From an optimization exercise on the open Yosys and OpenROAD flow, aimed at small area, a short achievable clock period and few clock cycles; shortcuts taken in it are not production practice. At most, simulation tests tie the RTL to the original design; equivalence was not proved. Only the layout flow was run in runs 1, 2 and 8; the RTL was not checked for function there. Power is estimated from default activity; no workload was simulated.

### flow/config.mk
export PLATFORM = sky130hd
export DESIGN_NAME = rs_cudu_v2
export DESIGN_NICKNAME = rs_cudu_v2
export VERILOG_FILES = /design/flow/design.v
export SDC_FILE = /design/flow/constraint.sdc
export NUM_CORES = 4
export LEC_CHECK = 0
export CAP_MARGIN = 20
export CORE_MARGIN = 2
export CORE_UTILIZATION = 40
export SETUP_SLACK_MARGIN = 2.8
export SLEW_MARGIN = 20
### flow/constraint.sdc
create_clock -name core_clock -period 5.0 [get_ports {clock}]
set_input_delay 1.0000 -clock core_clock [delete_from_list [all_inputs] [get_ports {clock}]]
set_output_delay 1.0000 -clock core_clock [all_outputs]
set_load 0.01 [all_outputs]
### flow/design.v
module nr_step(
	input [9:0] r, input [9:0] q, input [1:0] p, input neg,
	output [9:0] r_n, output [9:0] q_n
);
wire [9:0] a = r;
wire [9:0] b = {~neg, q[8:1] ^ {8{~neg}}, 1'b0};
wire ci = |p;
wire [9:0] h = a ^ b;
wire [9:0] g = a & b;
wire G0_m = g[0] | (h[0] & ci);
wire G1_m = g[1] | (h[1] & G0_m);
wire G2_m = g[2] | (h[2] & G1_m);
wire G4_3 = g[4] | (h[4] & g[3]);
wire P4_3 = h[4] & h[3];
wire G3_m = g[3] | (h[3] & G2_m);
wire G4_m = G4_3 | (P4_3 & G2_m);
wire G6_5 = g[6] | (h[6] & g[5]);
wire P6_5 = h[6] & h[5];
wire G8_7 = g[8] | (h[8] & g[7]);
wire P8_7 = h[8] & h[7];
wire G7_5 = g[7] | (h[7] & G6_5);
wire P7_5 = h[7] & P6_5;
wire G8_5 = G8_7 | (P8_7 & G6_5);
wire P8_5 = P8_7 & P6_5;
wire G5_m = g[5] | (h[5] & G4_m);
wire G6_m = G6_5 | (P6_5 & G4_m);
wire G7_m = G7_5 | (P7_5 & G4_m);
wire G8_m = G8_5 | (P8_5 & G4_m);
wire [9:0] cy = {G8_m, G7_m, G6_m, G5_m, G4_m, G3_m, G2_m, G1_m, G0_m, ci};
wire [9:0] hi = h ^ cy;
assign r_n = {hi[7:0], p - 2'd1};
assign q_n = {q[8:0], ~hi[9]};
endmodule
module rs_cudu_v2(
	input clock, reset,
	input sqrt_start, input [19:0] data_in,
	output sqrt_done, output [9:0] data_out
);
reg [2:0] cnt;		 
reg [9:0] q;		 
reg [9:0] r;		 
reg [1:0] pr;		 
reg neg;		 
reg done;
assign sqrt_done = done;
assign data_out = q;
function [12:0] seed;
	input [5:0] d;
	case (d)
		6'd0: seed = {3'd0, 10'd1023};
		6'd1: seed = {3'd1, 10'd0};
		6'd2: seed = {3'd1, 10'd1};
		6'd3: seed = {3'd1, 10'd2};
		6'd4: seed = {3'd2, 10'd1019};
		6'd5: seed = {3'd2, 10'd1020};
		6'd6: seed = {3'd2, 10'd1021};
		6'd7: seed = {3'd2, 10'd1022};
		6'd8: seed = {3'd2, 10'd1023};
		6'd9: seed = {3'd3, 10'd0};
		6'd10: seed = {3'd3, 10'd1};
		6'd11: seed = {3'd3, 10'd2};
		6'd12: seed = {3'd3, 10'd3};
		6'd13: seed = {3'd3, 10'd4};
		6'd14: seed = {3'd3, 10'd5};
		6'd15: seed = {3'd3, 10'd6};
		6'd16: seed = {3'd4, 10'd1015};
		6'd17: seed = {3'd4, 10'd1016};
		6'd18: seed = {3'd4, 10'd1017};
		6'd19: seed = {3'd4, 10'd1018};
		6'd20: seed = {3'd4, 10'd1019};
		6'd21: seed = {3'd4, 10'd1020};
		6'd22: seed = {3'd4, 10'd1021};
		6'd23: seed = {3'd4, 10'd1022};
		6'd24: seed = {3'd4, 10'd1023};
		6'd25: seed = {3'd5, 10'd0};
		6'd26: seed = {3'd5, 10'd1};
		6'd27: seed = {3'd5, 10'd2};
		6'd28: seed = {3'd5, 10'd3};
		6'd29: seed = {3'd5, 10'd4};
		6'd30: seed = {3'd5, 10'd5};
		6'd31: seed = {3'd5, 10'd6};
		6'd32: seed = {3'd5, 10'd7};
		6'd33: seed = {3'd5, 10'd8};
		6'd34: seed = {3'd5, 10'd9};
		6'd35: seed = {3'd5, 10'd10};
		6'd36: seed = {3'd6, 10'd1011};
		6'd37: seed = {3'd6, 10'd1012};
		6'd38: seed = {3'd6, 10'd1013};
		6'd39: seed = {3'd6, 10'd1014};
		6'd40: seed = {3'd6, 10'd1015};
		6'd41: seed = {3'd6, 10'd1016};
		6'd42: seed = {3'd6, 10'd1017};
		6'd43: seed = {3'd6, 10'd1018};
		6'd44: seed = {3'd6, 10'd1019};
		6'd45: seed = {3'd6, 10'd1020};
		6'd46: seed = {3'd6, 10'd1021};
		6'd47: seed = {3'd6, 10'd1022};
		6'd48: seed = {3'd6, 10'd1023};
		6'd49: seed = {3'd7, 10'd0};
		6'd50: seed = {3'd7, 10'd1};
		6'd51: seed = {3'd7, 10'd2};
		6'd52: seed = {3'd7, 10'd3};
		6'd53: seed = {3'd7, 10'd4};
		6'd54: seed = {3'd7, 10'd5};
		6'd55: seed = {3'd7, 10'd6};
		6'd56: seed = {3'd7, 10'd7};
		6'd57: seed = {3'd7, 10'd8};
		6'd58: seed = {3'd7, 10'd9};
		6'd59: seed = {3'd7, 10'd10};
		6'd60: seed = {3'd7, 10'd11};
		6'd61: seed = {3'd7, 10'd12};
		6'd62: seed = {3'd7, 10'd13};
		6'd63: seed = {3'd7, 10'd14};
	endcase
endfunction
wire [2:0] q0;
wire [9:0] r0;
assign {q0, r0} = seed(data_in[19:14]);
wire [9:0] r_n, q_n;
nr_step s0 (.r(r), .q(q), .p(pr), .neg(neg), .r_n(r_n), .q_n(q_n));
always @(posedge clock, posedge reset)
	if (reset) cnt <= 3'd0;
	else if (sqrt_start) cnt <= 3'd1;
	else if (cnt == 3'd7) cnt <= 3'd0;
	else if (cnt != 3'd0) cnt <= cnt + 3'd1;
always @(posedge clock, posedge reset)
	if (reset) done <= 1'b0;
	else done <= (cnt == 3'd6);
always @(posedge clock) begin
	if (sqrt_start) begin
		q <= {7'd0, q0};
		r <= r0;
		neg <= ~q0[0];
	end else begin
		if (cnt != 3'd0) q <= q_n;
		r <= r_n;
		neg <= ~q_n[0];
	end
	case (cnt)
		3'd0: pr <= data_in[13:12];
		3'd1: pr <= data_in[11:10];
		3'd2: pr <= data_in[9:8];
		3'd3: pr <= data_in[7:6];
		3'd4: pr <= data_in[5:4];
		3'd5: pr <= data_in[3:2];
		default: pr <= data_in[1:0];
	endcase
end
endmodule
### flow/flow/run.sh
#!/bin/bash
# The standard layout, with plain buf_1 cells as the port buffers.
set -euo pipefail
export BUFFER_PORTS_ARGS="-buffer_cell sky130_fd_sc_hd__buf_1"
bash standard.sh > make_finish.log 2>&1
### flow/standard.sh
#!/bin/bash
# synth_recipe.tcl (not shown) runs the flow's synth.tcl, then flattens the netlist and writes it again
# the make line also repeats each setting of config.mk as NAME=value (left out here)
make -C /OpenROAD-flow-scripts/flow DESIGN_CONFIG=/design/flow/config.mk WORK_HOME=/design/flow/orfs CLKGATE_MAP_FILE= SYNTH_SCRIPT=/design/flow/synth_recipe.tcl "${@:-finish}"
==> impl_metrics.toml, run 1 <==
[die]
coreArea_um2 = 4030
die_h_um = 68.8
die_w_um = 68.8
start_util = 0.416
dieArea_um2 = 4730
core.rowCount = 23
ios = 34

[logic_synthesis]
async_reset_ff_frac = 0.148
yosysSeqAreaShare = 0.352
syn_avg_cell_area_um2 = 9.17
syn_nets = 226
synth_area_um2 = 1680
synth.ff_latch_count = 27
ys.flop_type = "dfxtp_1"
synthesis.instances = 183
ys_types = 41
synth_warnings = 1
synth_edf_count = 3

[setup_path]
r2r_cells = 11
r2r-end = "r[7]"
critPathMaxFanout = 2
endpoint = "r[7]"
required_ns = 5.16
crit_start = "pr[0]"
start_kind = "flop"
cp-end-kind = "flop"
critPathKind = "flop to flop"
regToRegStartpoint = "pr[0]"
rrSetupSlack_ns = 2.53
worst-endpoint-arrival_ns = 2.63

[routing]
wirelength_mm = 3.25
viasPerCell = 5.12
vias = 1346
wl_per_cell_um = 12.4
drc = 0
final_antenna_net_count = 0
drt_iter0_markers = 46
drt-pass1-iter-count = 5

[timing]
tightest_slew_ns = 0.709
tns_ns = 0
setup_viol = 0
fin_skew_ns = 0.00123
min_period_over_period = 0.494
rsz0062_at_grt = "true"
min_period_ns = 2.47
hold_slack_ns = 0.438
slew_viol_final = 0
hold_viol = 0
fmax_ghz = 0.405
slew_headroom = 0.526

[pwr]
powerDensity_nw_per_um2 = 642
pwr-share-seq = 0.311
p_leak_nw = 0.764
p_clk_frac = 0.108
p_int_uw = 708
totalPowerFinal_mw = 1.24
netSwitchingFraction = 0.428
peakVddDrop_uv = 312
combPwrFrac = 0.582
p_sw_uw = 529

[clocking]
path_clk_slew_ns = 0.10
insertion_delay_ns = 0.28
ctsLongestPathBuffers = 2
htreeDepth = 1
cts_buffers = 3
clock-sinks = 27
cts_root_buf = "clkbuf_8"
tritoncts = "done"

[finish]
nFillCells = 416
final_cell_mix = "buf_1, nand2_1, dfxtp_1"
fin_cells = 263
final_cell_area_um2 = 1930
nets = 257
final_common_cell = "buf_1"
layout-drive-gt1-share = 0.127
antenna_cells = 0
areaGrowthSynthToFinish_pct = 14.8

[global_route]
grt_pass1_vias = 1279
grt_pass1_wl_mm = 5.58
grt.overflow.total = 0
grt_use_total = 0.156
antenna_found_initial = 0
grt_max_degree = 24

[place]
io_buffers = 33
place_congestion = 0.775
dp.cells = 258
dpl.hpwl_mm = 2.54
place_area_um2 = 1830

[min_path]
min_path_type = "flop to flop"

[status]
status = "no timing/DRC/antenna violations"

[flow_run]
maxCapViolCount = 0
==> registers in the layout (all words and copies together), names as in the netlist <==
| register | flops |
|---|---|
| neg | 1 |
| r | 10 |
| done | 1 |
| q | 10 |
| cnt | 3 |
| pr | 2 |
==> power by group through the flow <==
stage               Clock [mW]  Combinational [mW]  Sequential [mW]
floorplan                    0               0.552            0.363
global placement             0               0.654            0.386
detailed placement           0               0.659            0.389
CTS                      0.136               0.722            0.387
global route             0.144               0.836            0.397
finish                   0.133               0.719            0.385
==> metrics by stage <==
stage / worst slack [ns] / utilization
floorplan: 2.61 / -
CTS: 2.54 / 0.478
detailed placement: 2.43 / 0.454
global route: 2.43 / 0.478
finish: 2.53 / 0.478
global placement: 2.50 / 0.454
==> how the worst min path moves through the flow <==
stage / startpoint / endpoint / slack (ns) / depth (start not counted)
after global routing: pr[0] / r[0] / 0.45 / 1
after floorplan: pr[0] / r[0] / 0.40 / 1
final: pr[0] / r[0] / 0.44 / 1
after CTS: pr[0] / r[0] / 0.44 / 1
after global placement: pr[0] / r[0] / 0.42 / 1
after detailed placement: pr[0] / r[0] / 0.42 / 1
==> critical path, stage by stage (launching register included) <==
cell	delay [ns]
dfxtp_2	0.34
inv_2	0.04
ha_4	0.15
inv_2	0.05
ha_4	0.12
inv_2	0.03
fa_2	0.33
fa_2	0.35
nand3b_1	0.20
and2_4	0.17
fa_2	0.51
o21ai_1	0.06
==> layout make-up <==
class / count / area, um2 / share of cell area
sequential: 27 / 593 / 0.308
clock buffer: 3 / 41.3 / 0.0214
tap: 50 / 62.6 / 0.0325
multi-input combinational: 127 / 1010 / 0.522
timing repair buffer: 35 / 139 / 0.0721
clock inverter: 1 / 8.76 / 0.00455
inverter: 20 / 75.1 / 0.0390
==> cell usage after synthesis (all sizes together), types with 4 or more instances <==
library cell,instances,area share
a21oi,15,0.049
a222oi,4,0.024
buf,8,0.028
dfrtp,4,0.060
dfxtp,20,0.24
fa,4,0.048
ha,16,0.12
inv,20,0.045
mux2i,4,0.024
nand2,20,0.045
nor2,10,0.022
nor3,6,0.021
o21ai,9,0.029
xnor2,9,0.047
xor2,4,0.021
==> routing by layer <==
metal  wire [um]  global-route usage  vias up
li1            -                   -      687
met1        1530               0.202      614
met2        1500               0.258       40
met3         197              0.0438        5
met4          31              0.0368        0
met5           0                   0        -
==> cells by family after synthesis <==
kind of cell | after synthesis | synth area share
compound gates | 43 | 0.178
xor+xnor | 13 | 0.0679
fa+ha+maj | 20 | 0.167
buf+inv | 29 | 0.0761
flops | 27 | 0.352
mux | 6 | 0.0373
simple gates | 45 | 0.122
==> timing repair <==
item,in CTS,in global routing
setup endpoints to repair,6,6
pin swaps,3,1
hold buffers,0,0
resized for setup,13,0
setup buffers,1,0
==> run 2, diff against run 1 <==
--- a/flow/design.v
+++ b/flow/design.v
@@ -11,19 +11,17 @@
 wire G1_m = g[1] | (h[1] & G0_m);
+wire G3_2 = g[3] | (h[3] & g[2]);
+wire P3_2 = h[3] & h[2];
+wire G5_4 = g[5] | (h[5] & g[4]);
+wire P5_4 = h[5] & h[4];
+wire G7_6 = g[7] | (h[7] & g[6]);
+wire P7_6 = h[7] & h[6];
+wire G3_m = G3_2 | (P3_2 & G1_m);
+wire G7_4 = G7_6 | (P7_6 & G5_4);
+wire P7_4 = P7_6 & P5_4;
+wire G7_m = G7_4 | (P7_4 & G3_m);
+wire G5_m = G5_4 | (P5_4 & G3_m);
 wire G2_m = g[2] | (h[2] & G1_m);
-wire G4_3 = g[4] | (h[4] & g[3]);
-wire P4_3 = h[4] & h[3];
-wire G3_m = g[3] | (h[3] & G2_m);
-wire G4_m = G4_3 | (P4_3 & G2_m);
-wire G6_5 = g[6] | (h[6] & g[5]);
-wire P6_5 = h[6] & h[5];
-wire G8_7 = g[8] | (h[8] & g[7]);
-wire P8_7 = h[8] & h[7];
-wire G7_5 = g[7] | (h[7] & G6_5);
-wire P7_5 = h[7] & P6_5;
-wire G8_5 = G8_7 | (P8_7 & G6_5);
-wire P8_5 = P8_7 & P6_5;
-wire G5_m = g[5] | (h[5] & G4_m);
-wire G6_m = G6_5 | (P6_5 & G4_m);
-wire G7_m = G7_5 | (P7_5 & G4_m);
-wire G8_m = G8_5 | (P8_5 & G4_m);
+wire G4_m = g[4] | (h[4] & G3_m);
+wire G6_m = g[6] | (h[6] & G5_m);
+wire G8_m = g[8] | (h[8] & G7_m);
 wire [9:0] cy = {G8_m, G7_m, G6_m, G5_m, G4_m, G3_m, G2_m, G1_m, G0_m, ci};
==> run 2 against run 1 <==
Compared with the run above: still clean; clock-buffer cell count stayed put; hold slack worse by 0.010 ns; non-clock buffer count stayed put; sequential share of layout area is 0.31 points lower; die area is 1.6% higher; final cell count is 1.5% higher; first-iteration DRC count is 8.7% higher; largest cell class unchanged.
==> impl_metrics.toml, run 2 <==
[flow_run]
maxCapViolCount = 0

[timing]
min_period_over_period = 0.428
fin_ws_ns = 2.86
tns_ns = 0
hold_slack_ns = 0.427
fmax_ghz = 0.468
tightest_slew_ns = 0.485
rsz0062_at_grt = "true"
setup_viol = 0
hold_viol = 0
slew_headroom = 0.676
min_period_ns = 2.14
fin_skew_ns = 0.00534
slew_viol_final = 0

[logic_synthesis]
ys_types = 39
syn_nets = 229
yosysSeqAreaShare = 0.346
synth.ff_latch_count = 27
syn_avg_cell_area_um2 = 9.23
async_reset_ff_frac = 0.148
synth.most_common_cell = "nand2_1"
synthesis.instances = 185
synth_area_um2 = 1710
synth_commonest_cells = "nand2_1, dfxtp_1, ha_1, inv_1, a21oi_1"
synth_edf_count = 3
synth_warnings = 1
ys.flop_type = "dfxtp_1"
yosys-top-cells-area = "dfxtp_1, ha_1, dfrtp_1"
synth_top_area_share = 0.235
yosys.area.top_type = "dfxtp_1"

[pwr]
totalPowerFinal_mw = 1.27
powerDensity_nw_per_um2 = 649
peakVddDrop_uv = 302
p_leak_nw = 0.824

[routing]
drt_iter0_markers = 50
wirelength_mm = 3.13
viasPerCell = 5.03
drc = 0
drt-pass1-iter-count = 5
vias = 1343
wl_per_cell_um = 11.7
final_antenna_net_count = 0

[setup_path]
cpPeakStageDelay_ns = 0.40
cpMaxStageDelayCell = "fa_1"
r2r-end = "r[8]"
critPathMaxFanout = 2
crit_start = "pr[0]"
rrSetupSlack_ns = 2.86
cp-end-kind = "flop"
regToRegStartpoint = "pr[0]"
worst-endpoint-arrival_ns = 2.30
worstPathCellList = "inv_1 > ha_2 > inv_2 > ha_2 > inv_2 > fa_2 > nand2b_4 > a21oi_4 > nand2b_4 > fa_1 > inv_1 > o21ai_0"
endpoint = "r[8]"
required_ns = 5.17
r2r_cells = 12
critPathKind = "flop to flop"
start_kind = "flop"

[global_route]
grt_pass1_vias = 1314
grt_max_degree = 31
grt_use_total = 0.146
grt_pass1_wl_mm = 5.76
antenna_found_initial = 0
grt.overflow.total = 0

[clocking]
htreeDepth = 1
ctsLongestPathBuffers = 2
ctsHoldBuffers = 0
tritoncts = "done"
cts_root_buf = "clkbuf_8"
cts_buffers = 3
insertion_delay_ns = 0.28
clock-sinks = 27
path_clk_slew_ns = 0.10

[finish]
nets = 262
layout-drive-gt1-share = 0.124
antenna_cells = 0
areaGrowthSynthToFinish_pct = 14.4
largestRegisters = "q x10, r x10, cnt x3"
final_common_cell = "buf_1"
final_cell_mix = "buf_1, nand2_1, dfxtp_1"

[place]
io_buffers = 33
dpl.hpwl_mm = 2.37
post-place-ws_ns = 2.69
place_congestion = 0.763

[die]
start_util = 0.421
die_w_um = 69.3
core.rowCount = 23
ios = 34
coreArea_um2 = 4060
die_h_um = 69.3
dieArea_um2 = 4810

[status]
status = "no timing/DRC/antenna violations"

[min_path]
min_path_type = "flop to flop"
[run 2: changes by cell type in the layout (fill, tap and decap cells not counted), sizes merged, moves of 3 or more]
cell / previous run / this run
nand2: 20 / 24
nand2b: 1 / 9
a21o: 0 / 3
inv: 21 / 17
nand3: 1 / 4
[run 2: through the flow]
step / cell area (um2) / cells / util
CTS: 1920 / 266 / 0.473
detailed placement: 1850 / 262 / 0.457
floorplan: 1710 / 185 / -
finish: 1950 / 267 / 0.481
global placement: 1850 / 262 / 0.457
global route: 1950 / 267 / 0.481
[run 2: how the worst min path moves through the flow]
stage	startpoint	end	slack, ns	cells after the start
after global placement	pr[0]	r[0]	0.43	1
after global routing	pr[0]	r[0]	0.44	1
after floorplan	pr[0]	r[0]	0.41	1
after CTS	pr[0]	r[0]	0.43	1
final	pr[0]	r[0]	0.43	1
after detailed placement	pr[0]	r[0]	0.43	1
[run 2: what timing repair did]
| item | in CTS | in global routing |
|---|---|---|
| setup buffers | 0 | 1 |
| resized for setup | 5 | 8 |
| pin swaps | 1 | 3 |
| endpoints found under the setup margin | 5 | 9 |
[run 2: cell type report]
type	count	area [um2]
sequential	27	596
multi-input combinational	134	1050
inverter	17	63.8
clock buffer	3	41.3
tap	50	62.6
clock inverter	1	5.00
fill	409	2100
timing repair buffer	35	139
[run 2: per-layer routing]
metal,GRT usage,vias to the layer above,part of all wire
li1,-,689,-
met1,0.184,616,0.46
met2,0.246,33,0.48
met3,0.0203,5,0.038
met4,0.0719,0,0.023
met5,0,-,0
[run 2: kinds of logic (layout without fill, tap and decap cells)]
kind of cell	Yosys count	count (layout)	share of synthesized area
xor+xnor	13	13	0.0667
compound gates	39	39	0.158
fa+ha+maj	21	21	0.172
simple gates	55	55	0.157
buf+inv	24	56	0.0645
flops	27	27	0.346
mux	6	6	0.0367
[run 2: critical path: cells and delay by family, from the launching register on]
family,cells,cell delay (ns)
adder cells (fa/ha/maj),4,1.05
flip-flops,1,0.33
AND/OR/NAND/NOR,2,0.29
buffers and inverters,4,0.18
AO/OA/AOI/OAI,2,0.18
[run 2: report_power, final]
group | switching [mW] | total (mW) | internal (mW) | leakage [nW]
combinational | 0.388 | 0.750 | 0.362 | 0.551
clock | 0.0712 | 0.127 | 0.0560 | 0.0255
sequential | 0.0751 | 0.391 | 0.316 | 0.248
total | 0.535 | 1.27 | 0.734 | 0.824
==> run 3, diff against run 2 <==
--- a/flow/design.v
+++ b/flow/design.v
@@ -1,45 +1,2 @@
-module nr_step(
-	input [9:0] r, input [9:0] q, input [1:0] p, input neg,
-	output [9:0] r_n, output [9:0] q_n
-);
-wire [9:0] a = r;
-wire [9:0] b = {~neg, q[8:1] ^ {8{~neg}}, 1'b0};
-wire ci = |p;
-wire [9:0] h = a ^ b;
-wire [9:0] g = a & b;
-wire G0_m = g[0] | (h[0] & ci);
-wire G1_m = g[1] | (h[1] & G0_m);
-wire G3_2 = g[3] | (h[3] & g[2]);
-wire P3_2 = h[3] & h[2];
-wire G5_4 = g[5] | (h[5] & g[4]);
-wire P5_4 = h[5] & h[4];
-wire G7_6 = g[7] | (h[7] & g[6]);
-wire P7_6 = h[7] & h[6];
-wire G3_m = G3_2 | (P3_2 & G1_m);
-wire G7_4 = G7_6 | (P7_6 & G5_4);
-wire P7_4 = P7_6 & P5_4;
-wire G7_m = G7_4 | (P7_4 & G3_m);
-wire G5_m = G5_4 | (P5_4 & G3_m);
-wire G2_m = g[2] | (h[2] & G1_m);
-wire G4_m = g[4] | (h[4] & G3_m);
-wire G6_m = g[6] | (h[6] & G5_m);
-wire G8_m = g[8] | (h[8] & G7_m);
-wire [9:0] cy = {G8_m, G7_m, G6_m, G5_m, G4_m, G3_m, G2_m, G1_m, G0_m, ci};
-wire [9:0] hi = h ^ cy;
-assign r_n = {hi[7:0], p - 2'd1};
-assign q_n = {q[8:0], ~hi[9]};
-endmodule
-module rs_cudu_v2(
-	input clock, reset,
-	input sqrt_start, input [19:0] data_in,
-	output sqrt_done, output [9:0] data_out
-);
-reg [2:0] cnt;		 
-reg [9:0] q;		 
-reg [9:0] r;		 
-reg [1:0] pr;		 
-reg neg;		 
-reg done;
-assign sqrt_done = done;
-assign data_out = q;
+module seed_lut(input [5:0] d, output [2:0] q0, output [9:0] r0);
 function [12:0] seed;
@@ -113,7 +70,60 @@
 endfunction
+assign {q0, r0} = seed(d);
+endmodule
+module pair_mux(input [2:0] cnt, input [19:0] d, output reg [1:0] pr);
+always @(*)
+	case (cnt)
+		3'd0: pr = d[13:12];
+		3'd1: pr = d[11:10];
+		3'd2: pr = d[9:8];
+		3'd3: pr = d[7:6];
+		3'd4: pr = d[5:4];
+		3'd5: pr = d[3:2];
+		default: pr = d[1:0];
+	endcase
+endmodule
+module nr_step(
+	input [9:0] r, input [9:0] q, input [1:0] p, input neg,
+	output [9:0] r_n, output [9:0] q_n
+);
+wire [9:0] a = r;
+wire [9:0] b = {~neg, q[8:1] ^ {8{~neg}}, 1'b0};
+wire ci = |p;
+wire [9:0] h = a ^ b;
+wire [9:0] g0 = (a & b) | {9'd0, h[0] & ci};
+wire [9:0] p0 = h;
+wire [9:0] g1 = g0 | (p0 & {g0[8:0], 1'b0});
+wire [9:0] p1 = p0 & {p0[8:0], 1'b0};
+wire [9:0] g2 = g1 | (p1 & {g1[7:0], 2'b0});
+wire [9:0] p2 = p1 & {p1[7:0], 2'b0};
+wire [9:0] g3 = g2 | (p2 & {g2[5:0], 4'b0});
+wire [9:0] p3 = p2 & {p2[5:0], 4'b0};
+wire [9:0] g4 = g3 | (p3 & {g3[1:0], 8'b0});
+wire [9:0] hi = h ^ {g4[8:0], ci};
+assign r_n = {hi[7:0], p - 2'd1};
+assign q_n = {q[8:0], ~hi[9]};
+endmodule
+module rs_cudu_v2(
+	input clock, reset,
+	input sqrt_start, input [19:0] data_in,
+	output sqrt_done, output [9:0] data_out
+);
+reg [2:0] cnt;		 
+reg [9:0] q;		 
+reg [9:0] r;		 
+reg [1:0] pr;		 
+reg neg;		 
+reg done;
+assign sqrt_done = done;
+assign data_out = q;
 wire [2:0] q0;
 wire [9:0] r0;
-assign {q0, r0} = seed(data_in[19:14]);
-wire [9:0] r_n, q_n;
-nr_step s0 (.r(r), .q(q), .p(pr), .neg(neg), .r_n(r_n), .q_n(q_n));
+seed_lut u_seed (.d(data_in[19:14]), .q0(q0), .r0(r0));
+wire [9:0] rc [0:1];
+wire [9:0] qc [0:1];
+assign rc[0] = r;
+assign qc[0] = q;
+nr_step s0 (.r(rc[0]), .q(qc[0]), .p(pr[1:0]), .neg(neg), .r_n(rc[1]), .q_n(qc[1]));
+wire [9:0] r_n = rc[1];
+wire [9:0] q_n = qc[1];
 always @(posedge clock, posedge reset)
@@ -121,3 +131,2 @@
 	else if (sqrt_start) cnt <= 3'd1;
-	else if (cnt == 3'd7) cnt <= 3'd0;
 	else if (cnt != 3'd0) cnt <= cnt + 3'd1;
@@ -126,2 +135,4 @@
 	else done <= (cnt == 3'd6);
+wire [1:0] pr_n;
+pair_mux u_pair (.cnt(cnt), .d(data_in), .pr(pr_n));
 always @(posedge clock) begin
@@ -136,11 +147,3 @@
 	end
-	case (cnt)
-		3'd0: pr <= data_in[13:12];
-		3'd1: pr <= data_in[11:10];
-		3'd2: pr <= data_in[9:8];
-		3'd3: pr <= data_in[7:6];
-		3'd4: pr <= data_in[5:4];
-		3'd5: pr <= data_in[3:2];
-		default: pr <= data_in[1:0];
-	endcase
+	pr <= pr_n;
 end
==> run 3 against run 2 <==
Compared with the run above: final cell count rose by 0.75%; synthesized cell count is 1.1% higher; clock-buffer cell count stayed put; fmax increased by 2.3%; highest routed layer unchanged; critical endpoint is now q[0]; via count grew 2.7%.
==> impl_metrics.toml, run 3 <==
[status]
status = "no timing/DRC/antenna violations"

[logic_synthesis]
synthAdderAreaFrac = 0.140
yosys.area.top_type = "dfxtp_1"
yosys-top-cells-area = "dfxtp_1, ha_1, a21oi_1"
synth_xor_area_frac = 0.0790
async_reset_ff_frac = 0.148
synth_edf_count = 3
syn_avg_cell_area_um2 = 8.89
syn_nets = 228
yosysSeqAreaShare = 0.355
synth_area_um2 = 1660
synth.ff_latch_count = 27
ys_types = 40
synthesis.instances = 187
synth_commonest_cells = "nand2_1, a21oi_1, dfxtp_1, ha_1, inv_1"
synth_top_area_share = 0.241
synth_compound_area_frac = 0.204
ys.flop_type = "dfxtp_1"
synth_simple_gate_area_frac = 0.142
synth_warnings = 3
synth_top_family_by_area = "compound AO/OA/AOI/OAI gates"
synth.most_common_cell = "nand2_1"
synth.area.mux_share = 0.0309

[setup_path]
critPathMaxFanout = 11
required_ns = 5.03
cpMaxStageDelayCell = "buf_1"
cpPeakStageDelay_ns = 0.32
worstPathCellList = "buf_1 > nor2b_1 > a211oi_1 > a21oi_1 > a22oi_1 > nand3_1"
cp-end-kind = "flop"
start_kind = "input port"
critPathBufInv = 1
worst-endpoint-arrival_ns = 2.12
critPathKind = "input port to flop"
path_delay_family = "compound AO/OA/AOI/OAI gates"

[pwr]
p_sw_uw = 557
combPwrFrac = 0.597
peakVddDrop_uv = 261
netSwitchingFraction = 0.441
pwr-share-seq = 0.298
p_leak_nw = 0.773
powerDensity_nw_per_um2 = 669
p_int_uw = 706
p_clk_frac = 0.105

[global_route]
grt.overflow.total = 0
grt_pass1_vias = 1325
grt_use_total = 0.167
grt_pass1_wl_mm = 5.92
grt_max_degree = 26
antenna_found_initial = 0

[timing]
rsz0062_at_grt = "true"
min_period_over_period = 0.418
tns_ns = 0
fmax_ghz = 0.479
fin_skew_ns = 0.00172
tightest_slew_ns = 0.473
setup_viol = 0
slew_viol_final = 0
hold_viol = 0
slew_headroom = 0.683
min_period_ns = 2.09

[clocking]
ctsHoldBuffers = 0
tritoncts = "done"
clock-sinks = 27
postCtsSetupRepairBufs = 0
htreeDepth = 1
cts_root_buf = "clkbuf_8"
ctsLongestPathBuffers = 2
cts_buffers = 3
path_clk_slew_ns = 0.10
insertion_delay_ns = 0.28

[routing]
wirelength_mm = 3.38
drc = 0
wl_per_cell_um = 12.6
viasPerCell = 5.13
final_antenna_net_count = 0
drt_iter0_markers = 63
vias = 1379
drt-pass1-iter-count = 4

[die]
start_util = 0.416
coreArea_um2 = 4000
dieArea_um2 = 4690
core.rowCount = 23
ios = 34
die_w_um = 68.5
die_h_um = 68.5

[finish]
layout-drive-gt1-share = 0.0594
areaGrowthSynthToFinish_pct = 13.5
largestRegisters = "q x10, r x10, cnt x3"
nets = 261
final_cell_mix = "buf_1, nand2_1, a21oi_1, dfxtp_1, ha_1"
antenna_cells = 0
fin_util = 0.472
final_cell_area_um2 = 1890
final_common_cell = "buf_1"
nFillCells = 390

[place]
place_area_um2 = 1820
io_buffers = 33
dpl.hpwl_mm = 2.59
place_congestion = 0.735

[min_path]
min_path_type = "flop to flop"

[flow_run]
maxCapViolCount = 0
==> run 3: repair_timing <==
action | 4_1_cts | 5_1_grt
gates resized for setup | 1 | 4
endpoints found under the setup margin | 3 | 8
pin swaps | 0 | 1
==> run 3: layer usage <==
metal  wire length, um  share of wire  track usage
met1              1620           0.48        0.219
met2              1590           0.47        0.275
met3               135          0.040       0.0345
met4                34          0.010       0.0450
met5                 0              0            0
==> run 3: area by class of cell <==
type / instances / area [um2] / area share
sequential: 27 / 592 / 0.313
multi-input combinational: 141 / 1000 / 0.531
timing repair buffer: 34 / 131 / 0.0696
clock buffer: 3 / 41.3 / 0.0219
inverter: 13 / 48.8 / 0.0258
tap: 50 / 62.6 / 0.0331
clock inverter: 1 / 8.76 / 0.00464
==> run 3: kinds of logic after synthesis <==
group                      Yosys count
AOI/OAI and AO/OA                   54
xor gates and xnor gates            15
adders and majority gates           18
buffers and inverters               19
DFF                                 27
muxes                                5
and+or+nand+nor                     49
==> run 3: stage by stage <==
stage / total power [mW] / setup slack, ns / hold WS (ns) / instances
after floorplan: 0.977 / 2.99 / 0.411 / 187
after global placement: 1.12 / 2.68 / 0.430 / 265
after detailed placement: 1.12 / 2.68 / 0.433 / 265
after CTS: 1.26 / 2.85 / 0.448 / 269
after global routing: 1.40 / 2.73 / 0.453 / 269
final: 1.26 / 2.91 / 0.441 / 269
==> run 3: worst paths after layout <==
check	start	endpoint	slack, ns	depth (start not counted)
worst max-delay path	data_in[19]	q[0]	2.91	6
worst min-delay path	pr[0]	r[0]	0.44	1
worst max register to register	pr[0]	r[8]	2.93	11
worst min register to register	pr[0]	r[0]	0.44	1
max in group asynchronous	reset	cnt[1]	4.31	2
min in group asynchronous	reset	done	0.55	2
==> run 3: power groups by stage <==
stage | clock network, mW | registers (mW) | logic [mW]
global placement | 0 | 0.384 | 0.736
detailed placement | 0 | 0.382 | 0.738
floorplan | 0 | 0.360 | 0.616
CTS | 0.138 | 0.378 | 0.744
finish | 0.133 | 0.376 | 0.753
global route | 0.145 | 0.391 | 0.866
Testbench counts of run 3, summed over its fixed seeds: cycles 32,008.
==> run 4, diff against run 3 <==
--- a/flow/config.mk
+++ b/flow/config.mk
@@ -10,3 +10,3 @@
 export CORE_UTILIZATION = 40
-export SETUP_SLACK_MARGIN = 2.8
+export SETUP_SLACK_MARGIN = 2.7
 export SLEW_MARGIN = 20
==> run 4 against run 3 <==
Compared with the run above: critical path depth increased by 5; core utilization decreased by 0.25 points; hold slack hardly changed; die area is the same; wire length shrank 1.4%; total power decreased by 1.0%; critical path type is now flop to flop; largest cell class unchanged.
==> impl_metrics.toml, run 4 <==
[routing]
drc = 0
drt-pass1-iter-count = 5
wl_per_cell_um = 12.4
final_antenna_net_count = 0
wirelength_mm = 3.33
drt_iter0_markers = 77
vias = 1375
viasPerCell = 5.11

[logic_synthesis]
ys.flop_type = "dfxtp_1"
syn_nets = 228
synth_warnings = 3
ys_types = 40
yosys.area.top_type = "dfxtp_1"
synth_area_um2 = 1660
synth_commonest_cells = "nand2_1, a21oi_1, dfxtp_1, ha_1, inv_1"
yosysSeqAreaShare = 0.355
synth.most_common_cell = "nand2_1"
synthesis.instances = 187
synth_top_area_share = 0.241
syn_avg_cell_area_um2 = 8.89
async_reset_ff_frac = 0.148
yosys-top-cells-area = "dfxtp_1, ha_1, a21oi_1"
synth_edf_count = 3
synth.ff_latch_count = 27

[timing]
setup_viol = 0
fin_skew_ns = 0.00137
min_period_ns = 2.09
fmax_ghz = 0.479
min_period_over_period = 0.417
hold_viol = 0
tightest_slew_ns = 0.774
tns_ns = 0
slew_headroom = 0.483
slew_viol_final = 0
rsz0062_at_grt = "false"

[finish]
areaGrowthSynthToFinish_pct = 12.9
antenna_cells = 0
final_cell_area_um2 = 1880
layout-drive-gt1-share = 0.0457
fin_util = 0.470
final_cell_mix = "buf_1, nand2_1, a21oi_1"
nets = 261
final_common_cell = "buf_1"
largestRegisters = "q x10, r x10, cnt x3"

[place]
place_area_um2 = 1820
place_congestion = 0.735
io_buffers = 33
dpl.hpwl_mm = 2.59

[pwr]
totalPowerFinal_mw = 1.25
powerDensity_nw_per_um2 = 665
p_leak_nw = 0.771
peakVddDrop_uv = 293

[die]
coreArea_um2 = 4000
core.rowCount = 23
die_w_um = 68.5
die_h_um = 68.5
ios = 34
start_util = 0.416
dieArea_um2 = 4690

[global_route]
antenna_found_initial = 0
grt_pass1_vias = 1325
grt_use_total = 0.167
grt.overflow.total = 0
grt_pass1_wl_mm = 5.92
grt_max_degree = 26

[setup_path]
r2r_cells = 11
start_kind = "flop"
worst-endpoint-arrival_ns = 2.29
cp-end-kind = "flop"
rrSetupSlack_ns = 2.91
critPathKind = "flop to flop"
regToRegStartpoint = "pr[0]"
critPathMaxFanout = 3
r2r-end = "r[8]"
required_ns = 5.20

[clocking]
tritoncts = "done"
cts_root_buf = "clkbuf_8"
ctsLongestPathBuffers = 2
cts_buffers = 3
htreeDepth = 1
postCtsSetupRepairBufs = 0
insertion_delay_ns = 0.28
clock-sinks = 27
ctsHoldBuffers = 0
path_clk_slew_ns = 0.10

[min_path]
hold_end = "r[0]"
hold_depth = 1
min_path_type = "flop to flop"
min_from = "pr[0]"

[flow_run]
maxCapViolCount = 0

[status]
status = "no timing/DRC/antenna violations"
==> run 4: cell counts after synthesis <==
Identical to the previous run, type by type.
==> run 4: worst max-delay path by stage <==
stage	slack, ns	cells after the start	startpoint	endpoint
after floorplan	2.99	5	data_in[19]	q[0]
after global placement	2.68	7	data_in[14]	r[6]
after detailed placement	2.68	6	data_in[19]	q[0]
after CTS	2.75	7	neg	q[0]
after global routing	2.72	11	pr[0]	r[8]
final	2.91	11	pr[0]	r[8]
==> run 4: kinds of logic (layout without fill, tap and decap cells) <==
group	Yosys count	in the layout	synth area share
adder cells (fa/ha/maj)	18	18	0.140
XOR/XNOR	15	15	0.0790
AND/OR/NAND/NOR	49	49	0.142
AO/OA/AOI/OAI	54	54	0.204
flip-flops	27	27	0.355
multiplexers	5	5	0.0309
buffers and inverters	19	51	0.0489
==> run 4: worst max-delay path: stages (launching register included) <==
cell	delay, ns
dfxtp_1	0.34
inv_1	0.04
ha_1	0.18
inv_1	0.06
ha_2	0.20
inv_1	0.06
fa_1	0.40
nand2b_1	0.18
a21oi_1	0.18
o21a_1	0.16
nor3_1	0.05
o31ai_1	0.18
==> run 4: report_power, final <==
part	leakage [nW]	switching, mW	total [mW]	internal [mW]
clock network	0.0261	0.0741	0.133	0.0586
registers	0.248	0.0654	0.376	0.311
logic	0.497	0.408	0.741	0.333
==> run 4: layout make-up <==
cell class                      count  area, um2
Clock inverter                      1       8.76
Tap cell                           50       62.6
Sequential cell                    27        592
Fill cell                         388       2120
Clock buffer                        3       41.3
Timing Repair Buffer               34        131
Inverter                           13       48.8
Multi-Input combinational cell    141        993
==> run 4: through the flow <==
step	cells	hold WS [ns]	worst slack (ns)
2_1_floorplan	187	0.411	2.99
3_3_place_gp	265	0.430	2.68
3_5_place_dp	265	0.433	2.68
4_1_cts	269	0.448	2.75
5_1_grt	269	0.453	2.72
6_report	269	0.441	2.91
==> run 4: timing repair <==
action	CTS	global route
endpoints found under the setup margin	0	5
resized for setup	0	2
endpoints found under the hold margin	0	0
==> run 4: per-layer routing <==
metal | up-vias | global-route usage | routed length [um]
li1 | 721 | - | -
met1 | 623 | 0.219 | 1620
met2 | 27 | 0.275 | 1530
met3 | 4 | 0.0345 | 141
met4 | 0 | 0.0450 | 34
met5 | - | 0 | 0
==> run 5, diff against run 4 <==
--- a/flow/config.mk
+++ b/flow/config.mk
@@ -10,3 +10,3 @@
 export CORE_UTILIZATION = 40
-export SETUP_SLACK_MARGIN = 2.7
+export SETUP_SLACK_MARGIN = 2.9
 export SLEW_MARGIN = 20
==> run 5 against run 4 <==
Compared with the run above: fmax down 0.54%; sequential share of layout area down 0.19 points; clock skew about the same; hold slack about the same; flip-flop and latch count unchanged; sequential power about the same; first-iteration DRC count down 14%; critical path depth down 5; largest cell class unchanged; critical path type is now input port to flop; largest power group unchanged.
==> impl_metrics.toml, run 5 <==
[status]
status = "no timing/DRC/antenna violations"

[clocking]
clock-sinks = 27
cts_buffers = 3
path_clk_slew_ns = 0.10
cts_root_buf = "clkbuf_8"
ctsHoldBuffers = 0
tritoncts = "done"
insertion_delay_ns = 0.28
postCtsSetupRepairBufs = 0
htreeDepth = 1
ctsLongestPathBuffers = 2

[setup_path]
cpPeakStageDelay_ns = 0.32
required_ns = 5.03
worst-endpoint-arrival_ns = 2.13
cpMaxStageDelayCell = "buf_1"
start_kind = "input port"
critPathMaxFanout = 11
critPathBufInv = 1
cp-end-kind = "flop"
path_delay_family = "compound AO/OA/AOI/OAI gates"
worstPathCellList = "buf_1 > nor2b_1 > a211oi_1 > a21oi_1 > a22oi_1 > nand3_1"
critPathKind = "input port to flop"

[logic_synthesis]
yosysSeqAreaShare = 0.355
syn_avg_cell_area_um2 = 8.89
syn_nets = 228
ys.flop_type = "dfxtp_1"
synth.area.mux_share = 0.0309
synth.most_common_cell = "nand2_1"
synth_warnings = 3
synthesis.instances = 187
synth_top_family_by_area = "compound AO/OA/AOI/OAI gates"
synth_xor_area_frac = 0.0790
async_reset_ff_frac = 0.148
synthAdderAreaFrac = 0.140
synth_commonest_cells = "nand2_1, a21oi_1, dfxtp_1, ha_1, inv_1"
synth_edf_count = 3
yosys-top-cells-area = "dfxtp_1, ha_1, a21oi_1"
synth_simple_gate_area_frac = 0.142
yosys.area.top_type = "dfxtp_1"
ys_types = 40
synth_top_area_share = 0.241
synth_compound_area_frac = 0.204
synth_area_um2 = 1660
synth.ff_latch_count = 27

[finish]
antenna_cells = 0
layout-drive-gt1-share = 0.0594
final_common_cell = "buf_1"
nFillCells = 389
nets = 261
final_cell_mix = "buf_1, nand2_1, a21oi_1, dfxtp_1, ha_1"
largestRegisters = "q x10, r x10, cnt x3"
areaGrowthSynthToFinish_pct = 13.6

[min_path]
min_path_type = "flop to flop"

[routing]
drt-pass1-iter-count = 4
vias = 1389
dr.max_layer_used = "met4"
wl_met3_um = 136
viasPerCell = 5.16
wl_met1_mm = 1.61
wl_per_cell_um = 12.6
drt_iter0_markers = 66
wirelength_mm = 3.38
drc = 0
final_antenna_net_count = 0
route.met2.wl_mm = 1.60

[die]
core.rowCount = 23
die_h_um = 68.5
die_w_um = 68.5
start_util = 0.416
ios = 34
dieArea_um2 = 4690
coreArea_um2 = 4000

[global_route]
grt_max_degree = 26
antenna_found_initial = 0
grt.overflow.total = 0
grt_use_total = 0.168
grt_pass1_wl_mm = 5.96
grt_pass1_vias = 1335

[pwr]
totalPowerFinal_mw = 1.26
powerDensity_nw_per_um2 = 668
p_leak_nw = 0.772
peakVddDrop_uv = 261

[timing]
tightest_slew_ns = 0.472
fmax_ghz = 0.477
hold_viol = 0
slew_headroom = 0.684
slew_viol_final = 0
fin_skew_ns = 0.00164
setup_viol = 0
min_period_ns = 2.10
tns_ns = 0
rsz0062_at_grt = "true"
min_period_over_period = 0.420

[flow_run]
maxCapViolCount = 0

[place]
dpl.hpwl_mm = 2.59
io_buffers = 33
place_congestion = 0.735
-- run 5: kinds of logic (layout without fill, tap and decap cells) --
logic type	count (synthesis)	in the layout
compound gates	54	54
simple gates	49	49
flops	27	27
buf+inv	19	51
fa+ha+maj	18	18
xor+xnor	15	15
mux	5	5
-- run 5: power by group --
part	internal (mW)	leakage [nW]	switching, mW
clock network	0.0586	0.0261	0.0745
registers	0.311	0.248	0.0654
logic	0.336	0.498	0.417
total	0.706	0.772	0.557
-- run 5: per-layer routing --
metal / vias to the layer above / global-route usage
met5: - / 0
met4: 0 / 0.0450
met3: 4 / 0.0345
met2: 29 / 0.281
met1: 637 / 0.218
li1: 719 / -
-- run 5: through the flow --
step           utilization  std cells  instance area (um2)  setup slack, ns  hold WS [ns]
6_report             0.472        269                 1890             2.90         0.441
5_1_grt              0.472        269                 1890             2.73         0.453
4_1_cts              0.470        269                 1880             2.90         0.448
3_5_place_dp         0.456        265                 1820             2.68         0.433
3_3_place_gp         0.456        265                 1820             2.68         0.430
2_1_floorplan            -        187                 1660             2.99         0.411
-- run 5: final cells by class --
type                            instances  area [um2]  area share
Tap cell                               50        62.6      0.0331
Sequential cell                        27         592       0.313
Multi-Input combinational cell        141        1000       0.532
Clock buffer                            3        41.3      0.0219
Inverter                               13        48.8      0.0258
Timing Repair Buffer                   34         131      0.0695
Clock inverter                          1        8.76     0.00464
-- run 5: worst reg2reg max path: stages (launching register included) --
cell      delay, ns
dfxtp_1        0.34
inv_1          0.04
ha_1           0.18
inv_1          0.06
ha_2           0.20
inv_1          0.06
fa_1           0.40
nand2b_1       0.20
a21oi_2        0.15
o21a_1         0.15
nor3_1         0.05
o31ai_1        0.18
-- run 5: worst paths after layout --
kind | start | endpoint | slack [ns] | cells past startpoint
max | data_in[19] | q[0] | 2.90 | 6
min | pr[0] | r[0] | 0.44 | 1
max reg2reg | pr[0] | r[8] | 2.93 | 11
min reg2reg | pr[0] | r[0] | 0.44 | 1
max in group asynchronous | reset | cnt[1] | 4.31 | 2
min in group asynchronous | reset | done | 0.55 | 2
-- run 5: repair_timing --
action | in CTS | in global routing
cloned | 0 | 0
resized for setup | 3 | 3
endpoints found under the setup margin | 5 | 15
pin swaps | 0 | 1
==> run 6, diff against run 5 <==
--- a/flow/config.mk
+++ b/flow/config.mk
@@ -9,4 +9,5 @@
 export CORE_MARGIN = 2
-export CORE_UTILIZATION = 40
-export SETUP_SLACK_MARGIN = 2.9
+export CORE_UTILIZATION = 55
+export CTS_BUF_LIST = sky130_fd_sc_hd__clkbuf_8
+export SETUP_SLACK_MARGIN = 2.8
 export SLEW_MARGIN = 20
==> run 6 against run 5 <==
Compared with the run above: largest cell class unchanged; wire length fell by 1.4%; still clean on timing, DRC and antenna; highest routed layer unchanged; fmax barely moved; critical path depth rose by 5; largest power group unchanged; synthesized cell count did not move; flip-flop and latch count did not move.
==> impl_metrics.toml, run 6 <==
[status]
status = "no timing/DRC/antenna violations"

[place]
place_congestion = 0.853
dpl.hpwl_mm = 2.61
place_area_um2 = 1800
io_buffers = 33

[logic_synthesis]
yosys.area.top_type = "dfxtp_1"
synth_commonest_cells = "nand2_1, a21oi_1, dfxtp_1, ha_1, inv_1"
yosys-top-cells-area = "dfxtp_1, ha_1, a21oi_1"
synth_top_area_share = 0.241
synth.most_common_cell = "nand2_1"
synth_area_um2 = 1660
synth_edf_count = 3
async_reset_ff_frac = 0.148
ys_types = 40
synth.ff_latch_count = 27
synthesis.instances = 187
syn_avg_cell_area_um2 = 8.89
ys.flop_type = "dfxtp_1"
synth_warnings = 3
yosysSeqAreaShare = 0.355
syn_nets = 228

[timing]
slew_viol_final = 0
tightest_slew_ns = 0.467
fin_skew_ns = 0.00221
slew_headroom = 0.687
min_period_ns = 2.10
min_period_over_period = 0.420
setup_viol = 0
tns_ns = 0
rsz0062_at_grt = "true"
hold_viol = 0
fmax_ghz = 0.477

[setup_path]
critPathMaxFanout = 3
path_delay_family = "adder cells"
cpMaxStageDelayCell = "fa_1"
cpPeakStageDelay_ns = 0.39
required_ns = 5.20
critPathKind = "flop to flop"
start_kind = "flop"
worst-endpoint-arrival_ns = 2.29
r2r_cells = 11
worstPathCellList = "inv_1 > ha_1 > inv_1 > ha_2 > inv_1 > fa_1 > nand2b_1 > a21oi_2 > o21a_1 > nor3_1 > o31ai_1"
cp-end-kind = "flop"
crit_path_frequent_cell = "inv_1"
critPathBufInv = 3
cp_num_cells = 11

[die]
die_h_um = 59.0
coreArea_um2 = 2810
dieArea_um2 = 3480
die_w_um = 59.0
ios = 34
core.rowCount = 19
start_util = 0.593

[finish]
antenna_cells = 0
largestRegisters = "q x10, r x10, cnt x3"
areaGrowthSynthToFinish_pct = 11.7
layout-drive-gt1-share = 0.0594
final_cell_area_um2 = 1860
final_common_cell = "buf_1"
final_cell_mix = "buf_1, nand2_1, a21oi_1, dfxtp_1, ha_1"
nets = 261

[clocking]
clock-sinks = 27
ctsHoldBuffers = 0
path_clk_slew_ns = 0.09
insertion_delay_ns = 0.27
postCtsSetupRepairBufs = 0
cts_buffers = 3
cts_root_buf = "clkbuf_8"
htreeDepth = 1
ctsLongestPathBuffers = 2
tritoncts = "done"

[routing]
vias = 1427
viasPerCell = 5.71
wirelength_mm = 3.34
drc = 0
wl_per_cell_um = 13.3
drt-pass1-iter-count = 15
drt_iter0_markers = 126
final_antenna_net_count = 0

[min_path]
min_path_type = "flop to flop"
hold_depth = 1

[pwr]
p_leak_nw = 0.774
peakVddDrop_uv = 388
powerDensity_nw_per_um2 = 681

[global_route]
grt_pass1_wl_mm = 5.69
grt_use_total = 0.219
antenna_found_initial = 0
grt_max_degree = 25
grt_pass1_vias = 1340
grt.overflow.total = 0

[flow_run]
maxCapViolCount = 0
## run 6: cell counts after synthesis
Identical to the previous run, type by type.
## run 6: what timing repair did
action / 4_1_cts / 5_1_grt
endpoints found under the setup margin: 3 / 5
gates cloned: 0 / 0
resized for setup: 1 / 4
## run 6: layout make-up
class	count	area, um2
Tap cell	31	38.8
Sequential cell	27	592
Timing Repair Buffer	34	133
Clock inverter	1	5.00
Clock buffer	3	41.3
Multi-Input combinational cell	141	1000
Inverter	13	48.8
Fill cell	252	947
## run 6: path summary, 6_finish.rpt
path                            slack (ns)      to  startpoint
worst min-delay path                  0.43    r[0]       pr[0]
worst max register to register        2.90    r[8]       pr[0]
max in group asynchronous             4.28  cnt[2]       reset
min in group asynchronous             0.57  cnt[0]       reset
worst max-delay path                  2.90    r[8]       pr[0]
worst min register to register        0.43    r[0]       pr[0]
## run 6: layer usage
| layer | GRT usage | vias up | wire (um) |
|---|---|---|---|
| li1 | - | 719 | - |
| met3 | 0.0459 | 5 | 114 |
| met2 | 0.375 | 35 | 1590 |
| met1 | 0.267 | 668 | 1580 |
| met5 | 0 | - | 0 |
| met4 | 0.0877 | 0 | 50 |
## run 6: power breakdown
group / internal (mW) / switching, mW / leakage, nW / total [mW]
sequential: 0.311 / 0.0662 / 0.248 / 0.377
clock: 0.0559 / 0.0674 / 0.0255 / 0.123
combinational: 0.338 / 0.427 / 0.500 / 0.765
total: 0.705 / 0.560 / 0.774 / 1.27
## run 6: metrics by stage
step / utilization / cells / total power, mW / hold WS (ns) / setup WS [ns]
2_1_floorplan: - / 187 / 0.977 / 0.411 / 2.99
3_3_place_gp: 0.642 / 246 / 1.10 / 0.417 / 2.71
3_5_place_dp: 0.642 / 246 / 1.13 / 0.432 / 2.62
4_1_cts: 0.659 / 250 / 1.26 / 0.447 / 2.82
5_1_grt: 0.662 / 250 / 1.40 / 0.463 / 2.74
6_report: 0.662 / 250 / 1.27 / 0.435 / 2.90
## run 6: logic make-up (layout without fill, tap and decap cells)
family | after synthesis | in the layout | share of synthesized area
AOI/OAI and AO/OA | 54 | 54 | 0.204
muxes | 5 | 5 | 0.0309
DFF | 27 | 27 | 0.355
and+or+nand+nor | 49 | 49 | 0.142
buffers and inverters | 19 | 51 | 0.0489
adders and majority gates | 18 | 18 | 0.140
xor gates and xnor gates | 15 | 15 | 0.0790
==> run 7, diff against run 6 <==
--- a/flow/config.mk
+++ b/flow/config.mk
@@ -9,3 +9,3 @@
 export CORE_MARGIN = 2
-export CORE_UTILIZATION = 55
+export CORE_UTILIZATION = 48
 export CTS_BUF_LIST = sky130_fd_sc_hd__clkbuf_8
==> run 7 against run 6 <==
Compared with the run above: still clean; wire length up 3.6%; final cell count up 6.4%; sequential share of layout area down 0.50 points; core utilization is 9.4 points lower; clock skew increased by 0.00065 ns; via count decreased by 1.1%; largest power group unchanged.
==> impl_metrics.toml, run 7 <==
[global_route]
grt.overflow.total = 0
grt_use_total = 0.184
grt_max_degree = 31
grt_pass1_vias = 1331
grt_pass1_wl_mm = 5.89
antenna_found_initial = 0

[clocking]
clock-sinks = 27
htreeDepth = 1
cts_buffers = 3
tritoncts = "done"
ctsHoldBuffers = 0
ctsLongestPathBuffers = 2
insertion_delay_ns = 0.27
cts_root_buf = "clkbuf_8"
path_clk_slew_ns = 0.09

[logic_synthesis]
synth_top_family_by_area = "compound AO/OA/AOI/OAI gates"
synthesis.instances = 187
synth.most_common_cell = "nand2_1"
async_reset_ff_frac = 0.148
ys_types = 40
yosys-top-cells-area = "dfxtp_1, ha_1, a21oi_1"
synth_compound_area_frac = 0.204
synth_warnings = 3
ys.flop_type = "dfxtp_1"
synth_simple_gate_area_frac = 0.142
yosys.area.top_type = "dfxtp_1"
synth.area.mux_share = 0.0309
syn_avg_cell_area_um2 = 8.89
synth_xor_area_frac = 0.0790
synth_area_um2 = 1660
synthAdderAreaFrac = 0.140
syn_nets = 228
yosysSeqAreaShare = 0.355
synth.ff_latch_count = 27
synth_edf_count = 3
synth_commonest_cells = "nand2_1, a21oi_1, dfxtp_1, ha_1, inv_1"
synth_top_area_share = 0.241

[routing]
drc = 0
drt-pass1-iter-count = 4
final_antenna_net_count = 0
wirelength_mm = 3.46
vias = 1411
viasPerCell = 5.30
drt_iter0_markers = 53
wl_per_cell_um = 13.0

[die]
dieArea_um2 = 3950
coreArea_um2 = 3340
start_util = 0.498
core.rowCount = 21
die_w_um = 62.9
die_h_um = 62.9
ios = 34

[timing]
min_period_ns = 2.11
min_period_over_period = 0.422
fin_skew_ns = 0.00286
slew_viol_final = 0
rsz0062_at_grt = "true"
setup_viol = 0
tightest_slew_ns = 0.715
hold_slack_ns = 0.439
tns_ns = 0
hold_viol = 0
fmax_ghz = 0.474
slew_headroom = 0.522

[finish]
final_common_cell = "buf_1"
antenna_cells = 0
final_cell_mix = "buf_1, nand2_1, a21oi_1, dfxtp_1, ha_1"
final_cell_area_um2 = 1900
largestRegisters = "q x10, r x10, cnt x3"
layout-drive-gt1-share = 0.0636
areaGrowthSynthToFinish_pct = 14.0
fin_util = 0.568
nets = 262

[pwr]
p_int_uw = 730
p_sw_uw = 571
netSwitchingFraction = 0.439
pwr-share-seq = 0.292
combPwrFrac = 0.613
p_leak_nw = 0.783
peakVddDrop_uv = 275
p_clk_frac = 0.095
powerDensity_nw_per_um2 = 687
totalPowerFinal_mw = 1.30

[min_path]
min_path_type = "flop to flop"
min_from = "pr[0]"
hold_depth = 1

[setup_path]
cpPeakStageDelay_ns = 0.40
worst-endpoint-arrival_ns = 2.30
cpMaxStageDelayCell = "fa_1"
regToRegStartpoint = "pr[0]"
start_kind = "flop"
required_ns = 5.19
worstPathCellList = "inv_1 > ha_1 > inv_1 > ha_2 > inv_1 > fa_1 > nand2b_4 > a21oi_2 > o21a_1 > nor3_1 > o31ai_1"
crit_start = "pr[0]"
cp-end-kind = "flop"
r2r_cells = 11
critPathMaxFanout = 3
crit_path_frequent_cell = "inv_1"
critPathKind = "flop to flop"

[place]
io_buffers = 33
place_area_um2 = 1820
dpl.hpwl_mm = 2.73
place_congestion = 0.791

[status]
status = "no timing/DRC/antenna violations"

[flow_run]
maxCapViolCount = 0
-- run 7: logic make-up after synthesis --
kind of cell,after synthesis
xor+xnor,15
mux,5
simple gates,49
buf+inv,19
flops,27
fa+ha+maj,18
compound gates,54
-- run 7: power groups by stage --
stage / logic (mW) / registers [mW] / clock network [mW]
global placement: 0.726 / 0.381 / 0
floorplan: 0.616 / 0.360 / 0
detailed placement: 0.750 / 0.384 / 0
finish: 0.798 / 0.380 / 0.124
global route: 0.901 / 0.392 / 0.136
CTS: 0.758 / 0.380 / 0.129
-- run 7: layout make-up --
cell class                 count  area [um2]
clock buffer                   3        41.3
clock inverter                 1        5.00
fill                         329        1440
inverter                      13        48.8
multi-input combinational    141        1010
sequential                    27         594
tap                           46        57.6
timing repair buffer          35         139
-- run 7: metrics by stage --
step                cells  setup WS (ns)
CTS                   265           2.80
finish                266           2.89
global route          266           2.77
floorplan             187           2.99
global placement      261           2.74
detailed placement    261           2.67
-- run 7: critical path: cells and delay by family, from the launching register on --
kind / cells / cell delay (ns)
and+or+nand+nor: 2 / 0.22
buffers and inverters: 3 / 0.16
DFF: 1 / 0.33
AOI/OAI and AO/OA: 3 / 0.52
adders and majority gates: 3 / 0.79
-- run 7: metal layers --
| layer | up-vias | share of wire | wire length (um) | GRT usage |
|---|---|---|---|---|
| li1 | 721 | - | - | - |
| met5 | - | 0 | 0 | 0 |
| met4 | 0 | 0.0064 | 22 | 0.0417 |
| met1 | 657 | 0.45 | 1570 | 0.228 |
| met3 | 2 | 0.036 | 125 | 0.0270 |
| met2 | 31 | 0.50 | 1740 | 0.335 |
-- run 7: what timing repair did --
item / CTS / global route
pin swaps: 0 / 2
endpoints found under the setup margin: 3 / 3
endpoints found under the hold margin: 0 / 0
buffers inserted: 0 / 1
resized for setup: 1 / 5
-- run 7: path summary, 6_finish.rpt --
check                      endpoint  slack, ns
max reg2reg                    r[8]       2.89
min                            r[0]       0.44
max                            r[8]       2.89
min reg2reg                    r[0]       0.44
max in group asynchronous    cnt[1]       4.30
min in group asynchronous      done       0.56
==> run 8, diff against run 7 <==
--- a/flow/design.v
+++ b/flow/design.v
@@ -91,2 +91,8 @@
 wire ci = |p;
+wire [9:0] hi;
+ks_add10 u_add (.a(a), .b(b), .ci(ci), .s(hi));
+assign r_n = {hi[7:0], p - 2'd1};
+assign q_n = {q[8:0], ~hi[9]};
+endmodule
+module ks_add10(input [9:0] a, input [9:0] b, input ci, output [9:0] s);
 wire [9:0] h = a ^ b;
@@ -101,5 +107,3 @@
 wire [9:0] g4 = g3 | (p3 & {g3[1:0], 8'b0});
-wire [9:0] hi = h ^ {g4[8:0], ci};
-assign r_n = {hi[7:0], p - 2'd1};
-assign q_n = {q[8:0], ~hi[9]};
+assign s = h ^ {g4[8:0], ci};
 endmodule
--- a/flow/config.mk
+++ b/flow/config.mk
@@ -9,4 +9,3 @@
 export CORE_MARGIN = 2
-export CORE_UTILIZATION = 48
-export CTS_BUF_LIST = sky130_fd_sc_hd__clkbuf_8
+export CORE_UTILIZATION = 40
 export SETUP_SLACK_MARGIN = 2.8
==> run 8 against run 7 <==
Compared with the run above: still clean on timing, DRC and antenna; fmax down 4.7%; sequential power about the same; die area up 19%; synthesized cell count unchanged; final cell count up 1.9%; clock-buffer cell count unchanged; clock skew up 0.0022 ns; area after synthesis up 0.38%; non-clock buffer count up 2; flip-flop and latch count unchanged; via count up 0.43%; final area up 2.8%; critical endpoint is now q[0].
==> impl_metrics.toml, run 8 <==
[place]
dpl.hpwl_mm = 2.56
post-place-ws_ns = 2.43
place_congestion = 0.807
io_buffers = 33
dp.cells = 264

[clocking]
ctsHoldBuffers = 0
path_clk_slew_ns = 0.09
htreeDepth = 1
clock-sinks = 27
cts_buffers = 3
insertion_delay_ns = 0.27
ctsLongestPathBuffers = 2
cts_root_buf = "clkbuf_8"
tritoncts = "done"

[logic_synthesis]
yosys-top-cells-area = "dfxtp_1, ha_1, dfrtp_1"
ys_types = 43
synthesis.instances = 187
async_reset_ff_frac = 0.148
synth_edf_count = 3
yosysSeqAreaShare = 0.354
synth.ff_latch_count = 27
yosys.area.top_type = "dfxtp_1"
synth_area_um2 = 1670
synth_commonest_cells = "dfxtp_1, nand2_1, a21oi_1, ha_1, inv_1"
synth_warnings = 3
syn_nets = 228
ys.flop_type = "dfxtp_1"
syn_avg_cell_area_um2 = 8.93
synth_top_area_share = 0.240

[timing]
rsz0062_at_grt = "true"
fin_skew_ns = 0.00509
setup_viol = 0
min_period_ns = 2.21
hold_slack_ns = 0.437
slew_viol_final = 0
slew_headroom = 0.547
min_period_over_period = 0.443
tightest_slew_ns = 0.663
fin_ws_ns = 2.79
tns_ns = 0
hold_viol = 0
fmax_ghz = 0.452

[setup_path]
cp-end-kind = "flop"
crit_start = "q[1]"
rrSetupSlack_ns = 2.79
critPathKind = "flop to flop"
worst-endpoint-arrival_ns = 2.24
critPathMaxFanout = 3
start_kind = "flop"
required_ns = 5.03
regToRegStartpoint = "q[1]"

[routing]
final_antenna_net_count = 0
wl_per_cell_um = 12.4
drt-pass1-iter-count = 4
vias = 1417
drc = 0
drt_iter0_markers = 60
wirelength_mm = 3.37
viasPerCell = 5.23

[die]
start_util = 0.417
coreArea_um2 = 4000
die_w_um = 68.6
ios = 34
dieArea_um2 = 4710
core.rowCount = 23
die_h_um = 68.6

[global_route]
grt_max_degree = 32
grt_pass1_vias = 1334
grt_use_total = 0.164
grt.overflow.total = 0
grt_pass1_wl_mm = 5.82
antenna_found_initial = 0

[finish]
nets = 263
layout-drive-gt1-share = 0.0995
final_common_cell = "buf_1"
final_cell_mix = "buf_1, nand2_1, dfxtp_1"
areaGrowthSynthToFinish_pct = 16.7
regArea_um2 = 594
nFillCells = 384
antenna_cells = 0
multi_input_area_um2 = 1040
largestRegisters = "q x10, r x10, cnt x3"
fin_cells = 271

[flow_run]
maxCapViolCount = 0

[pwr]
p_leak_nw = 0.772
peakVddDrop_uv = 294
powerDensity_nw_per_um2 = 661

[min_path]
min_path_type = "flop to flop"
min_from = "pr[0]"

[status]
status = "no timing/DRC/antenna violations"
## run 8: cell count changes in the layout (fill, tap and decap cells not counted), moves of 3 or more
cell,previous run,this run
o21ai_0,2,11
a22oi_1,5,0
o21ai_1,8,0
nand2b_1,9,5
inv_1,13,10
nand3b_1,0,3
## run 8: worst paths after layout
kind	cells after the start	to
hold reg to reg	1	r[0]
setup reg to reg	7	q[0]
setup / recovery	7	q[0]
min in group asynchronous	2	cnt[2]
max in group asynchronous	2	cnt[0]
hold / removal	1	r[0]
## run 8: where the power goes
group          switching, mW  internal [mW]  leakage [nW]
clock network         0.0703         0.0566        0.0217
registers             0.0643          0.312         0.249
logic                  0.414          0.370         0.502
## run 8: routing by layer
metal	up-vias	part of all wire	GRT usage
met5	-	0	0
met4	0	0.010	0.0600
met3	4	0.027	0.0227
met2	24	0.49	0.281
met1	659	0.47	0.209
li1	730	-	-
## run 8: timing repair
item                                    4_1_cts  5_1_grt
gates cloned                                  0        0
buffers inserted                              0        3
pin swaps                                     0        3
gates resized for setup                       4        5
endpoints found under the setup margin        8        5
## run 8: area by class of cell
type,instances,share of cell area
timing repair buffer,37,0.0790
tap,50,0.0321
clock buffer,3,0.0212
inverter,12,0.0231
clock inverter,1,0.00385
multi-input combinational,141,0.536
sequential,27,0.305
## run 8: cell families (layout without fill, tap and decap cells)
| group | Yosys count | count (layout) | share of synthesized area |
|---|---|---|---|
| XOR/XNOR | 14 | 14 | 0.0735 |
| buffers and inverters | 19 | 53 | 0.0510 |
| AND/OR/NAND/NOR | 52 | 52 | 0.159 |
| multiplexers | 3 | 3 | 0.0187 |
| flip-flops | 27 | 27 | 0.354 |
| adder cells (fa/ha/maj) | 18 | 18 | 0.139 |
| AO/OA/AOI/OAI | 54 | 54 | 0.205 |
## run 8: worst max-delay path, cell delays in order, from the launching register on
cell and delay [ns]:
edfxtp_1 0.48, xnor2_2 0.18, ha_1 0.29, a211oi_1 0.26, o21bai_1 0.13, a21oi_2 0.20, nor4_1 0.08, or3_1 0.35
## run 8: through the flow
step           area (um2)  utilization  power [mW]
6_report             1950        0.487        1.29
5_1_grt              1950        0.487        1.43
4_1_cts              1900        0.475        1.25
3_5_place_dp         1840        0.460        1.10
3_3_place_gp         1840        0.460        1.10
2_1_floorplan        1690            -       0.952

## separate check: timing with driven ports
No port has a modelled driver above. Below, the same layouts with a new extraction and two added sets of constraints. Step 1: set_driving_cell puts a clkbuf_16 on clock and a buf_2 on each other input, an assumption about the parent block. Step 2 moves the port delays by t, midway between the first and last clock arrival at a register: inputs arrive t later, outputs are due t later. That takes back most of the time a late clock gives input paths. a / b / c = ideal ports / drivers / drivers and shift; a / b = the first two.
run | shift t [ns] | setup WS [ns] | slew at the worst register clock pin (ns)
run 1 | 0.300 | 2.531 / 2.531 / 2.531 | 0.10 / 0.10
run 2 | 0.304 | 2.862 / 2.862 / 2.788 | 0.10 / 0.10
run 3 | 0.303 | 2.911 / 2.914 / 2.611 | 0.10 / 0.10
run 4 | 0.302 | 2.913 / 2.913 / 2.687 | 0.10 / 0.10
run 5 | 0.303 | 2.902 / 2.906 / 2.603 | 0.10 / 0.10
run 6 | 0.299 | 2.901 / 2.901 / 2.679 | 0.09 / 0.09
run 7 | 0.292 | 2.889 / 2.889 / 2.662 | 0.09 / 0.09
run 8 | 0.296 | 2.785 / 2.785 / 2.497 | 0.10 / 0.10
After both steps setup and hold are still met in every run listed. The setup slack of run 3, which loses most, moves by +0.003 ns with the drivers and by -0.300 ns with both steps.
